What follows belongs to an exercise in optimizing a design on an open flow for small area, a short achievable clock period and few clock cycles per item; a production flow would make more cautious choices.
No run shown here included a check of the RTL's function; only the layout flow was run.

## flow/design.v (module list and top-level ports; edited modules follow where they fit)
// module requant: 3810 lines
// module requant_top: 54 lines
module requant_top (
    input  wire        clk,
    input  wire        rst,
    input  wire [31:0] in_A_tdata,
    input  wire        in_A_tlast,
    input  wire        in_A_tvalid,
    output wire        in_A_tready,
    input  wire [31:0] in_bias_tdata,
    input  wire        in_bias_tlast,
    input  wire        in_bias_tvalid,
    output wire        in_bias_tready,
    input  wire [31:0] in_m_tdata,
    input  wire        in_m_tlast,
    input  wire        in_m_tvalid,
    output wire        in_m_tready,
    input  wire [7:0]  in_e_tdata,
    input  wire        in_e_tlast,
    input  wire        in_e_tvalid,
    output wire        in_e_tready,
    output wire [7:0]  out_D_tdata,
    output wire        out_D_tlast,
    output wire        out_D_tvalid,
    input  wire        out_D_tready
);
  // ...
==> flow/flow/run.sh <==
#!/bin/bash
set -euo pipefail
MARGIN=5.6
EXTRA="'BUFFER_PORTS_ARGS=-buffer_cell sky130_fd_sc_hd__buf_2'"
sed -e "s/SETUP_SLACK_MARGIN=[-0-9.]*/SETUP_SLACK_MARGIN=${MARGIN}/" \
    -e "s|\"\${@:-finish}\"|${EXTRA} \"\${@:-finish}\"|" standard.sh > standard_mod.sh
grep -q "SETUP_SLACK_MARGIN=${MARGIN}" standard_mod.sh
grep -q "BUFFER_PORTS_ARGS" standard_mod.sh
bash standard_mod.sh synth > flow_synth.log 2>&1
RES="$PWD/orfs/results/${FLOW_PLATFORM:-sky130hd}/requant_top/base"
cp "$RES/1_synth.odb" "$RES/1_synth_std.odb"
openroad -python -exit flow/fa_polarity.py "$RES/1_synth_std.odb" "$RES/1_synth.odb" > fa_polarity.log 2>&1
touch "$RES/1_synth.sdc"
bash standard_mod.sh > flow_make.log 2>&1
==> flow/flow/fa_polarity.py <==
# Inverter clean-up around full adders, run on the synthesized netlist
# (1_synth.odb) before floorplanning.
#
# Yosys's full-adder extraction leaves many inverters between full-adder
# cells.  A full adder is self-dual: FA(~a, ~b, ~c) = (~cout, ~sum).  So any
# full adder may be "flipped" (all three inputs and both outputs complemented)
# without changing the logic.  This script removes the plain inverters of the
# netlist, chooses a flip for each full adder that needs few inverters, and
# puts back one inverter per signal whose complement some pin needs.  Only
# combinational cells change; registers and ports are untouched.
import sys
import odb

src, dst = sys.argv[1], sys.argv[2]
db = odb.dbDatabase.create()
odb.read_db(db, src)
blk = db.getChip().getBlock()

INV = 'sky130_fd_sc_hd__inv_1'
inv_master = db.findMaster(INV)

def is_inv(inst):
    n = inst.getMaster().getName()
    return n.startswith('sky130_fd_sc_hd__inv_') or n.startswith('sky130_fd_sc_hd__clkinv_')

def is_fa(inst):
    return inst.getMaster().getName().startswith('sky130_fd_sc_hd__fa_')

def sig_iterms(inst):
    return [it for it in inst.getITerms() if it.getSigType() not in ('POWER', 'GROUND')]

def net_has_port(net):
    return net is not None and len(list(net.getBTerms())) > 0

def driver(net):
    for it in net.getITerms():
        if it.isOutputSignal():
            return it
    return None

# inverters we may remove: input and output nets are plain internal nets
removable = []
for inst in blk.getInsts():
    if not is_inv(inst):
        continue
    a = inst.findITerm('A').getNet()
    y = inst.findITerm('Y').getNet()
    if a is None or y is None or net_has_port(a) or net_has_port(y):
        continue
    if a.getSigType() == 'CLOCK' or y.getSigType() == 'CLOCK':
        continue
    removable.append(inst)
rem_set = set(r.getName() for r in removable)

def root(net):
    """(root net, polarity) after stripping removable inverters."""
    p = 0
    seen = 0
    while True:
        d = driver(net)
        if d is None or d.getInst().getName() not in rem_set:
            return net, p
        net = d.getInst().findITerm('A').getNet()
        p ^= 1
        seen += 1
        if seen > 1000:
            raise RuntimeError('inverter loop')

# every load pin that is not a removable inverter input: its (root, polarity)
loads = []          # [iterm, rootnet, pol, fa_inst_name or None]
for inst in blk.getInsts():
    if inst.getName() in rem_set:
        continue
    for it in sig_iterms(inst):
        if it.isOutputSignal() or it.getNet() is None:
            continue
        if not it.isInputSignal():
            continue
        r, p = root(it.getNet())
        loads.append([it, r, p, inst.getName() if is_fa(inst) else None])
# output ports driven through removable inverters cannot occur (excluded above)

fa_names = [i.getName() for i in blk.getInsts() if is_fa(i)]
flip = {n: 0 for n in fa_names}
# root net -> FA name that drives it (if any)
drv_fa = {}
for inst in blk.getInsts():
    if is_fa(inst):
        for it in sig_iterms(inst):
            if it.isOutputSignal() and it.getNet() is not None:
                drv_fa[it.getNet().getName()] = inst.getName()

by_root = {}
for ld in loads:
    by_root.setdefault(ld[1].getName(), []).append(ld)
fa_roots = {n: set() for n in fa_names}   # roots an FA touches (inputs and outputs)
for ld in loads:
    if ld[3] is not None:
        fa_roots[ld[3]].add(ld[1].getName())
for rn, fn in drv_fa.items():
    fa_roots[fn].add(rn)

def need(ld):
    rn = ld[1].getName()
    f = flip[drv_fa[rn]] if rn in drv_fa else 0
    g = flip[ld[3]] if ld[3] is not None else 0
    return ld[2] ^ f ^ g

def cost_root(rn):
    return 1 if any(need(ld) for ld in by_root.get(rn, [])) else 0

def total():
    return sum(cost_root(rn) for rn in by_root)

before_inv = len(removable)
c0 = total()
import random

def greedy():
    improved = True
    rounds = 0
    while improved and rounds < 50:
        improved = False
        rounds += 1
        for fn in fa_names:
            rs = fa_roots[fn]
            old = sum(cost_root(r) for r in rs)
            flip[fn] ^= 1
            new = sum(cost_root(r) for r in rs)
            if new < old:
                improved = True
            else:
                flip[fn] ^= 1
    return rounds

rounds = greedy()
best = total()
best_flip = dict(flip)
# perturb and re-descend (deterministic seed)
rng = random.Random(1)
for it in range(int(sys.argv[3]) if len(sys.argv) > 3 else 40):
    for fn in fa_names:
        flip[fn] = best_flip[fn]
    for fn in rng.sample(fa_names, max(1, len(fa_names) // 10)):
        flip[fn] ^= 1
    for fn in fa_names:
        rs = fa_roots[fn]
        old = sum(cost_root(r) for r in rs)
        flip[fn] ^= 1
        if sum(cost_root(r) for r in rs) > old:
            flip[fn] ^= 1
    greedy()
    t = total()
    if t < best:
        best = t
        best_flip = dict(flip)
for fn in fa_names:
    flip[fn] = best_flip[fn]
c1 = total()
print('fa_polarity: %d full adders, %d removable inverters, %d needed before, %d after (%d rounds, %d flipped)'
      % (len(fa_names), before_inv, c0, c1, rounds, sum(flip.values())))

# rebuild: disconnect loads, drop removable inverters, add one inverter per root needing it
inv_net = {}
cnt = [0]
def get_inv(rnet):
    rn = rnet.getName()
    if rn in inv_net:
        return inv_net[rn]
    cnt[0] += 1
    n = odb.dbNet_create(blk, 'fapol_n%d' % cnt[0])
    i = odb.dbInst_create(blk, inv_master, 'fapol_inv%d' % cnt[0])
    i.findITerm('A').connect(rnet)
    i.findITerm('Y').connect(n)
    inv_net[rn] = n
    return n

plan = [(ld[0], ld[1], need(ld)) for ld in loads]
for it, r, p in plan:
    it.disconnect()
old_nets = set()
for inst in removable:
    for it in sig_iterms(inst):
        if it.getNet() is not None:
            old_nets.add(it.getNet().getName())
        it.disconnect()
    odb.dbInst_destroy(inst)
for it, r, p in plan:
    it.connect(get_inv(r) if p else r)
# drop nets left without any connection
for nn in old_nets:
    n = blk.findNet(nn)
    if n is not None and len(list(n.getITerms())) == 0 and len(list(n.getBTerms())) == 0:
        odb.dbNet_destroy(n)
print('fa_polarity: %d inverters in place of %d' % (cnt[0], before_inv))
# a flipped adder's output nets carry the complement of what their names
# (from the RTL) say: give them fresh names
k = 0
for inst in blk.getInsts():
    if is_fa(inst) and flip.get(inst.getName()):
        for it in sig_iterms(inst):
            if it.isOutputSignal() and it.getNet() is not None:
                k += 1
                it.getNet().rename('fapol_x%d' % k)
odb.write_db(db, dst)
==> flow/standard.sh <==
#!/bin/bash
# synth_recipe.tcl (not shown) runs the flow's synth.tcl, then flattens the netlist and writes it again
# the make line also repeats each setting of config.mk as NAME=value (left out here)
make -C /OpenROAD-flow-scripts/flow DESIGN_CONFIG=/design/flow/config.mk WORK_HOME=/design/flow/orfs CLKGATE_MAP_FILE= SYNTH_SCRIPT=/design/flow/synth_recipe.tcl "${@:-finish}"
==> flow/config.mk <==
export PLATFORM = sky130hd
export DESIGN_NAME = requant_top
export DESIGN_NICKNAME = requant_top
export VERILOG_FILES = /design/flow/design.v
export SDC_FILE = /design/flow/constraint.sdc
export NUM_CORES = 4
export LEC_CHECK = 0
export CAP_MARGIN = 20
export CORE_MARGIN = 2
export CORE_UTILIZATION = 65
export SETUP_SLACK_MARGIN = 5
export SLEW_MARGIN = 20
==> flow/constraint.sdc <==
create_clock -name core_clock -period 9.0 [get_ports {clk}]
set_input_delay 1.8000 -clock core_clock [delete_from_list [all_inputs] [get_ports {clk}]]
set_output_delay 1.8000 -clock core_clock [all_outputs]
set_load 0.01 [all_outputs]
==> key figures, run 1 <==
Clock tree
  • Clock latency (worst-skew pair): ~0.64 ns
  • Longest Clk Path Bufs: 3
  • Num CTS Buffers: between 70 and 80
  • Clock Pin Slew Worst Setup and Hold Paths: around 0.060 ns

Min path
  • Hold path startpoint: requant_QKV.sh2[2]
  • HP Class: reg2reg
  • Hold path endpoint: requant_QKV.sh3[2]

Setup path
  • Startpoint Class: register
  • R2R Path End: requant_QKV.hs3[16]
  • CP Cell Sequence: fa_1, fa_1, ha_2, fa_2, a21o_1, a21oi_2, o21bai_2, a2111oi_4, o31ai_2, o221a_2, o21ai_2, nand2b_1, a21oi_2, xnor2_1
  • R2r setup slk: roughly 5.3 ns
  • Worst path slowest cell: fa_1
  • CP max stage delay: 0.56 ns
  • Worst path bufs/invs: 0

Place
  • Gpl congestion: ~0.95
  • Post-Place Cell Area: between 0.04 and 0.05 mm²
  • Pre-CTS setup slack: between 5 and 6 ns

Flow run
  • Max-Cap Viols: 0

Global routing
  • Initial antenna violation count: 0
  • Largest net degree at the start of global routing: 84
  • First-pass GRT wire length: approximately 200 mm

Status
  • Status: timing/DRC/antenna clean

Drt
  • DRC Markers: 0
  • Met3 WL: about 16 mm

Timing
  • RSZ-0062 raised after global routing: true
  • Final worst slack: about 5.3 ns

Floorplan
  • Die H: roughly 260 µm
  • Core Area: 0.0670 mm²

Final layout
  • Fill count: between 4000 and 5000
  • Non-filler cells, final: between 5000 and 6000
  • FFs & Latches: between 600 and 700
  • Clk tree area frac: under 10%
  • Largest cell class by area: multi-input gates
  • Final instance area: a little under 0.05 mm²
  • FF+latch area: between 0.01 and 0.015 mm²
==> run 2, diff against run 1 <==
--- a/flow/design.v
+++ b/flow/design.v
@@ -25,22 +25,22 @@
     input  wire          in_e_tlast,
     input  wire          in_e_tvalid,
     output wire          in_e_tready,
     output wire [OUT_BITS-1:0] out_D_tdata,
     output wire          out_D_tlast,
     output wire          out_D_tvalid,
     input  wire          out_D_tready
 );
-localparam integer CAP = 7;    
+localparam integer CAP = 6;    
 reg va, vb, vm, ve;             
 reg ra, rb, rm, re;             
 reg fire;                       
 reg [CAP-1:0] th;              
-reg p1, p2, p3, p4, p5;
+reg p1, p2, p3, p4;
 reg l1, l2, l3, l4;
 reg la, lb, lm, le;
 reg [31:0] a_r, b_r, m_r;
 reg [7:0]  e_r;
 reg ov;
 assign in_A_tready    = ra;
 assign in_bias_tready = rb;
 assign in_m_tready    = rm;
@@ -55,24 +55,24 @@
 wire [CAP-1:0] th_n = inc ? {th[CAP-2:0], 1'b1} : dec ? {1'b0, th[CAP-1:1]} : th;
 wire cr_n = ~th_n[CAP-1];
 wire fire_n = va_n & vb_n & vm_n & ve_n & cr_n;
 always @(posedge clk) begin
     if (rst) begin
         va <= 1'b0; vb <= 1'b0; vm <= 1'b0; ve <= 1'b0;
         ra <= 1'b1; rb <= 1'b1; rm <= 1'b1; re <= 1'b1;
         fire <= 1'b0; th <= 0;
-        p1 <= 1'b0; p2 <= 1'b0; p3 <= 1'b0; p4 <= 1'b0; p5 <= 1'b0;
+        p1 <= 1'b0; p2 <= 1'b0; p3 <= 1'b0; p4 <= 1'b0;
     end else begin
         va <= va_n; vb <= vb_n; vm <= vm_n; ve <= ve_n;
         ra <= ~va_n | fire_n; rb <= ~vb_n | fire_n;
         rm <= ~vm_n | fire_n; re <= ~ve_n | fire_n;
         fire <= fire_n;
         th <= th_n;
-        p1 <= fire; p2 <= p1; p3 <= p2; p4 <= p3; p5 <= p4;
+        p1 <= fire; p2 <= p1; p3 <= p2; p4 <= p3;
     end
 end
 always @(posedge clk) begin
     if (ra) begin a_r <= in_A_tdata;    la <= in_A_tlast;    end
     if (rb) begin b_r <= in_bias_tdata; lb <= in_bias_tlast; end
     if (rm) begin m_r <= in_m_tdata;    lm <= in_m_tlast;    end
     if (re) begin e_r <= in_e_tdata;    le <= in_e_tlast;    end
 end
@@ -3484,27 +3484,26 @@
 assign ts1051 = q2[180] ^ q2[181];
 assign tc1052 = q2[180] & q2[181];
 assign ts1053 = q2[182] ^ q2[183];
 assign tc1054 = q2[182] & q2[183];
 assign ts1055 = q2[184] ^ q2[185];
 assign tc1056 = q2[184] & q2[185];
 wire [63:0] rs = {tc1056, tc1054, tc1052, tc1050, tc1048, tc1046, tc1044, tc1042, tc1040, tc1038, tc1036, tc1034, tc1032, tc1030, tc1028, tc1026, tc1024, tc1022, tc1020, tc1018, tc1016, tc1014, tc1012, tc1010, tc1008, tc1006, tc1004, tc1002, tc1000, tc998, tc996, tc994, tc992, tc990, tc988, tc986, tc984, tc982, tc980, tc978, tc976, tc974, tc972, tc970, tc968, tc966, tc964, ts963, q2[29], q2[27], q2[25], q2[23], q2[21], q2[19], q2[17], q2[15], q2[13], q2[11], q2[9], q2[7], q2[5], q2[3], q2[2], q2[0]};
 wire [63:0] rc = {1'b1, ts1055, ts1053, ts1051, ts1049, ts1047, ts1045, ts1043, ts1041, ts1039, ts1037, ts1035, ts1033, ts1031, ts1029, ts1027, ts1025, ts1023, ts1021, ts1019, ts1017, ts1015, ts1013, ts1011, ts1009, ts1007, ts1005, ts1003, ts1001, ts999, ts997, ts995, ts993, ts991, ts989, ts987, ts985, ts983, ts981, ts979, ts977, ts975, ts973, ts971, ts969, ts967, ts965, q2[94], q2[30], q2[28], q2[26], q2[24], q2[22], q2[20], q2[18], q2[16], q2[14], q2[12], q2[10], q2[8], q2[6], q2[4], 1'b0, q2[1]};
-reg  [43:0] lo3;
-reg  [19:0] hs3;
+reg  [31:0] lo3, hs3, hc3;
 reg         c3;
 reg  [6:0]  sh3;
 reg         nr3;
 always @(posedge clk) begin
-    {c3, lo3} <= {1'b0, rs[43:0]} + {1'b0, rc[43:0]};
-    hs3 <= rs[63:44] + rc[63:44];
+    {c3, lo3} <= {1'b0, rs[31:0]} + {1'b0, rc[31:0]};
+    hs3 <= rs[63:32]; hc3 <= rc[63:32];
     sh3 <= sh2; nr3 <= nr2; l3 <= l2;
 end
-wire [19:0] hi4 = hs3 + {19'd0, c3};
+wire [31:0] hi4 = hs3 + hc3 + {31'd0, c3};
 wire [63:0] mul = {hi4, lo3};
 wire        sgn = mul[63];
 wire [64:0] t6 = {mul, 1'b0};
 wire [63:0] t5;
 assign t5[0] = sh3[6] ? sgn : sh3[5] ? t6[32] : t6[0];
 assign t5[1] = sh3[6] ? sgn : sh3[5] ? t6[33] : t6[1];
 assign t5[2] = sh3[6] ? sgn : sh3[5] ? t6[34] : t6[2];
 assign t5[3] = sh3[6] ? sgn : sh3[5] ? t6[35] : t6[3];
@@ -3774,36 +3773,34 @@
 wire        rnd = t0[0] & ~nr4;
 wire        c7 = rnd & (&U[6:0]);
 wire        h1 = &U[31:7];
 wire        h0 = ~(|U[31:7]);
 wire        inr = h1 | (h0 & ~c7);
 wire        neg_res = U[31] ^ (c7 & (&U[30:7]));
 wire [7:0]  r8 = U[7:0] + {7'd0, rnd};
 wire [7:0]  q = inr ? r8 : (neg_res ? 8'h80 : 8'h7f);
-reg  [8:0] r5;
-always @(posedge clk) r5 <= {l4, q};
-wire       wv = p5;
-wire [8:0] wd = r5;
+wire       wv = p4;
+wire [8:0] wd = {l4, q};
 reg  [8:0] od;
-reg  [8:0] mem [0:5];
+reg  [8:0] mem [0:4];
 reg  [2:0] rp, wp;
-reg  [5:0] nt;                  
+reg  [4:0] nt;                  
 wire take = ~ov | pop;
 wire have = nt[0] | wv;
 wire rd   = take & have;
 always @(posedge clk) begin
     if (rst) begin
         ov <= 1'b0; rp <= 0; wp <= 0; nt <= 0;
     end else begin
         if (take) ov <= have;
-        if (rd) rp <= (rp == 5) ? 0 : rp + 1'b1;
-        if (wv) wp <= (wp == 5) ? 0 : wp + 1'b1;
-        if (wv & ~rd) nt <= {nt[4:0], 1'b1};
-        else if (~wv & rd) nt <= {1'b0, nt[5:1]};
+        if (rd) rp <= (rp == 4) ? 0 : rp + 1'b1;
+        if (wv) wp <= (wp == 4) ? 0 : wp + 1'b1;
+        if (wv & ~rd) nt <= {nt[3:0], 1'b1};
+        else if (~wv & rd) nt <= {1'b0, nt[4:1]};
     end
 end
 always @(posedge clk) begin
     if (take) od <= nt[0] ? mem[rp] : wd;
     if (wv) mem[wp] <= wd;
 end
 assign out_D_tvalid = ov;
 assign out_D_tdata  = od[7:0];
==> key figures, run 2 <==
Timing
  • Fin crit share: 38.4%
  • Final setup fails: 0
  • RSZ-0062 raised after global routing: true
  • Final Hold Fails: 0
  • Setup TNS: 0 ns
  • Worst clock skew: 0.0371 ns
  • Max Clk Rate: a little under 300 MHz
  • Pins Over Slew Limit: 0
  • Worst Tran Pin Value: a little under 1 ns
  • Relative slew slack: a little over a third
  • Final Critical Period: about 3.5 ns

Final layout
  • Commonest non-fill, non-tap cell in the layout: a22oi_1
  • Multi-input gate area: 0.0276 mm²
  • FF+latch area: 0.0144 mm² (+0.79%)
  • Fill count: 4498 (-5.5%)
  • Non-filler cells, final: 4996 (-1.4%)
  • Nets: about 4800
  • Most frequent cells in the layout: a22oi_1, fa_1, dfxtp_1, xnor2_1, inv_1
  • Largest Register: requant_QKV.q2
  • Diode count: 0
  • Layout Utilization: about three quarters
  • Largest register FFs: 186
  • Area growth from synthesis to layout: 11.8%
  • Fraction of layout cells with a size suffix above 1: roughly 14%

Clock tree
  • Longest Clk Path Bufs: 3 (unchanged)
  • Root buffer cell: clkbuf_16
  • Clock latency (worst-skew pair): 0.64 ns (about the same)
  • CTS H-tree lvls: 3
  • Clock sink count: 630
  • CTS tree: yes
  • Clock Pin Slew Worst Setup and Hold Paths: 0.06 ns (about the same)
  • Num CTS Buffers: 70 (-1.4%)

Logic synthesis
  • Mapped Area: approximately 0.044 mm²
  • Syn Inst Count: 4079
  • Synthesis Warnings: 1
  • Syn avg cell area: 10.7 µm²
  • Syn Nets: around 4800

Place
  • Final HPWL DP: between 80 and 90 mm
  • Gpl congestion: 0.969 (+2.4%)
  • Cell Count Post-Placement: around 4800
  • PortBufs: between 100 and 150

Drt
  • DR pass1 iterations: 10
  • DRC Markers: 0 (unchanged)
  • Final WL: roughly 130 mm
  • Detail Route Antenna Nets: 0
  • DR vias: 33300
  • Vias/cell: between 6 and 7
  • WL per Instance: 26.9 µm
  • Initial drt markers: roughly 4000

Setup path
  • Crit. End Element: register
  • R2R Path End: requant_QKV.X[31]
  • Crit path required time: ~9.5 ns
  • CP Launch Point: requant_QKV.b_r[1]
  • Crit path DAT: a little under 4 ns
  • Critical path fanouts, max: 4
  • Reg2reg path depth: 12
  • Worst R2R Start: requant_QKV.b_r[1]
  • R2r setup slk: 5.54 ns (+0.23 ns)
  • CP Class: reg2reg
  • CP endpoint: requant_QKV.X[31]
  • Startpoint Class: register

Floorplan
  • Die H: 263 µm (-0.41%)
  • Starting Density: roughly 66%
  • Core Area: 0.0661 mm² (-1.4%)
  • Chip width: approximately 260 µm
  • Cell row count: between 90 and 100
  • Die area: slightly below 0.07 mm²
  • I/O pin count: between 100 and 150

Global routing
  • Largest net degree at the start of global routing: 64 (-24%)
  • First-pass GRT wire length: 196 mm (-1.0%)
  • Initial antenna violation count: 2 (+2)
  • Congestion Overflow GR: 0
  • GRT Resource Usage Total: 36.4%
  • Number of global-route vias before repair: ~35000

Min path
  • Hold depth: 0
  • HP Class: reg2reg

Status
  • Status: timing/DRC/antenna clean

Flow run
  • Max-Cap Viols: 0 (unchanged)
## run 2: worst min-delay path by stage
stage | end | startpoint | slack, ns
floorplan | requant_QKV.l2 | requant_QKV.l1 | 0.31
global placement | requant_QKV.sh3[5] | requant_QKV.sh2[5] | 0.31
detailed placement | requant_QKV.sh3[5] | requant_QKV.sh2[5] | 0.31
CTS | requant_QKV.sh2[0] | requant_QKV.sh1[0] | 0.32
global route | requant_QKV.sh2[0] | requant_QKV.sh1[0] | 0.33
finish | requant_QKV.sh2[0] | requant_QKV.sh1[0] | 0.32
## run 2: critical path, stage by stage (launching register included)
cell and delay [ns]:
edfxtp_1 0.43, ha_1 0.32, a21o_1 0.11, a21oi_1 0.09
nor2b_1 0.21, nand4_1 0.20, a31oi_2 0.29, o2111ai_1 0.22
a311o_1 0.40, a221oi_2 0.48, a21o_1 0.25, o221ai_1 0.16
xnor2_1 0.15
## run 2: timing repair
| item | CTS | global route |
|---|---|---|
| pin swaps | 19 | 50 |
| hold buffers | 0 | 0 |
| gates cloned | 2 | 5 |
| gates resized for setup | 92 | 117 |
| setup endpoints to repair | 208 | 131 |
| endpoints found under the hold margin | 0 | 0 |
| buffers inserted | 11 | 52 |
## run 2: layout make-up
class / instances / share of cell area [%]
Tap cell: 864 / 2.22
Timing Repair inverter: 1 / 0.0154
Clock buffer: 101 / 4.29
Timing Repair Buffer: 253 / 4.47
Inverter: 287 / 2.22
Sequential cell: 630 / 29.5
Clock inverter: 26 / 0.721
Multi-Input combinational cell: 2834 / 56.5
## run 2: layer usage
metal / vias to the layer above / wire (µm) / track usage, %
met5: - / 60 / 0.0693
met3: 648 / 16400 / 11.0
met2: 2326 / 61400 / 58.9
met4: 2 / 8790 / 18.8
li1: 14100 / - / -
met1: 16300 / 47600 / 44.0
## run 2: metrics by stage
stage | setup slack (ns) | hold slack, ns | area [µm²]
2_1_floorplan | 5.67 | 0.310 | 43600
3_3_place_gp | 5.10 | 0.311 | 44600
3_5_place_dp | 5.01 | 0.312 | 44600
4_1_cts | 5.53 | 0.324 | 47400
5_1_grt | 5.44 | 0.328 | 48800
6_report | 5.54 | 0.321 | 48800

==> port drivers added, routing unchanged <==
Ports are ideal in the flow. The routed layouts listed here were re-timed in OpenROAD. Step 1: set_driving_cell puts a clkbuf_16 on clk and a buf_2 on each other input, an assumption about the parent block. Step 2 also shifts input and output timing later by t, the mid clock arrival at the registers, as if the neighbouring blocks saw the same clock. Three values: ideal ports, drivers, drivers and shift; two values: the first two.
run | shift t [ns] | slack for setup (ns) | clock arrival spread, ns | worst register clock-pin slew, ns | worst slew at a driven data input, ns
run 1 | 0.701 | 5.316 / 5.316 / 5.316 | 0.022 / 0.022 | 0.07 / 0.07 | 0.05
run 2 | 0.685 | 5.543 / 5.543 / 5.234 | 0.040 / 0.039 | 0.06 / 0.06 | 0.06
After both steps every run listed still meets setup and hold. For run 2, which loses most, drivers alone change the setup slack by 0.000 ns; drivers and shift together by -0.309 ns.
